What follows belongs to an exercise in optimizing a design on an open flow for small area, a short achievable clock period and few clock cycles per item; a production flow would make more cautious choices. Function was checked by simulation only, so behaviour that the tests miss may differ from the original. Power figures rest on the tool's default switching activity, not on a simulated workload.

## run 1
## deinterlacer_v2
module deinterlacer_v2 (
	clock,
	reset,
	dout_data,
	dout_ready,
	dout_valid,
	dout_startofpacket,
	dout_endofpacket,
	din_data,
	din_ready,
	din_valid,
	din_startofpacket,
	din_endofpacket
);
Settings: LEC_CHECK=0, ABC_CLOCK_PERIOD_IN_PS=2500, CAP_MARGIN=20, CORE_MARGIN=2, CORE_UTILIZATION=70, SLEW_MARGIN=20; clock period 8.0 ns.
standard.sh (not shown) runs the stock make flow with config.mk's settings and CLKGATE_MAP_FILE= SYNTH_SCRIPT=/design/flow/synth_recipe.tcl, a recipe that flattens the netlist after the stock synthesis.
==> flow/flow/run.sh <==
#!/bin/bash
set -euo pipefail
export SETUP_SLACK_MARGIN=5.25
export BUFFER_PORTS_ARGS="-buffer_cell sky130_fd_sc_hd__buf_2"
export CTS_ARGS="-sink_clustering_enable -repair_clock_nets -dont_use_dummy_load -sink_clustering_size 20 -sink_clustering_max_diameter 60 -sink_buffer_max_cap_derate 0.2 -buf_list {sky130_fd_sc_hd__clkbuf_8 sky130_fd_sc_hd__clkbuf_16}"
R=orfs/results/sky130hd/deinterlacer_v2/base
bash standard.sh synth > synth.log 2>&1
python3 flow/downsize.py "$FLOW_HOME/platforms/sky130hd/lib/sky130_fd_sc_hd__tt_025C_1v80.lib" "$R/1_2_yosys.v" > downsize.log 2>&1
rm -f "$R/1_synth.odb" "$R/1_synth.sdc"
bash standard.sh > standard.log 2>&1
==> flow/flow/downsize.py <==
#!/usr/bin/env python3
"""Swap every combinational cell of the synthesized netlist for the smallest
drive strength of the same cell (same function and pins); the layout's
repair steps then size up what timing needs. Flip-flops are left alone."""
import re, sys
lib, net = sys.argv[1], sys.argv[2]
area = {}
cur = None
for line in open(lib):
    m = re.match(r'\s*cell\s*\(\s*"?(sky130_fd_sc_hd__\w+?)"?\s*\)', line)
    if m:
        cur = m.group(1)
        continue
    m = re.match(r'\s*area\s*:\s*([0-9.]+)', line)
    if m and cur:
        area[cur] = float(m.group(1))
        cur = None
dont = set(sys.argv[3].split()) if len(sys.argv) > 3 else set()
best = {}
for c, a in area.items():
    m = re.match(r'(sky130_fd_sc_hd__\w+)_(\d+)$', c)
    if not m or c in dont:
        continue
    base = m.group(1)
    if base not in best or a < area[best[base]]:
        best[base] = c
seq = re.compile(r'sky130_fd_sc_hd__(df|edf|sdf|dl|clk|conb|tap|fill|decap|lpflow|probe)')
text = open(net).read()
swaps = {}
def sub(m):
    c = m.group(0)
    mm = re.match(r'(sky130_fd_sc_hd__\w+)_(\d+)$', c)
    if not mm or seq.match(c):
        return c
    b = best.get(mm.group(1))
    if b and b != c and area[b] < area[c]:
        swaps[c] = swaps.get(c, 0) + 1
        return b
    return c
text = re.sub(r'\bsky130_fd_sc_hd__\w+\b', sub, text)
open(net, 'w').write(text)
for c, n in sorted(swaps.items()):
    print(c, '->', sub(re.match(r'.*', c)) if False else best[re.match(r'(sky130_fd_sc_hd__\w+)_(\d+)$', c).group(1)], n)
Testbench counts of run 1, summed over its fixed seeds: cycles 15,322, frames 64.
### run 1 -> run 2
diff --git a/flow/config.mk b/flow/config.mk
--- a/flow/config.mk
+++ b/flow/config.mk
@@ -9,4 +9,4 @@
 export CAP_MARGIN = 20
 export CORE_MARGIN = 2
-export CORE_UTILIZATION = 70
+export CORE_UTILIZATION = 50
 export SLEW_MARGIN = 20
### Flow results
For the post-route fraction of the period consumed by the critical path, run 2 came in 0.26 points higher than run 1 did. Looking at run 1 and run 2, the critical path depth is a wash. Total design power ended up about 0.5% lower on run 2 than on run 1. Compare run 1 and run 2 | met2 usage higher: run 1.
> inputs changed (run 2 -> run 3)
diff --git a/flow/config.mk b/flow/config.mk
--- a/flow/config.mk
+++ b/flow/config.mk
@@ -9,4 +9,5 @@
 export CAP_MARGIN = 20
 export CORE_MARGIN = 2
-export CORE_UTILIZATION = 50
+export CORE_UTILIZATION = 60
+export PLACE_DENSITY = 0.8
 export SLEW_MARGIN = 20
==> run summary <==
Run 3 -> run 2: compound-gate portion of the synthesized area delta 0, exact match. Final worst setup slack: run 3 better than run 2. Run 2 -> run 3: cell count after synthesis delta 0, exact match.

afterwards: timing with drivers on the ports:
How much do the figures lean on ideal ports? The routed layouts below were timed once more, with nothing changed but the port constraints. Step 1 assumes that a clkbuf_16 drives the clock port and a buf_2 every other input. Step 2 moves the port delays by t, midway between the first and last clock arrival at a register: inputs arrive t later, outputs are due t later. That takes back most of the time a late clock gives input paths. a / b / c = ideal ports / drivers / drivers and shift; a / b = the first two.
| run | t, ns | slack for setup (ns) | worst slew at a driven data input, ns |
|---|---|---|---|
| run 1 | 0.612 | 5.143 / 5.096 / 4.729 | 0.04 |
| run 2 | 0.659 | 5.123 / 5.073 / 4.780 | 0.05 |
| run 3 | 0.641 | 5.157 / 5.109 / 4.774 | 0.09 |
After both steps setup and hold are still met in every run listed. For run 1, which loses most, drivers alone change the setup slack by -0.047 ns; drivers and shift together by -0.414 ns.
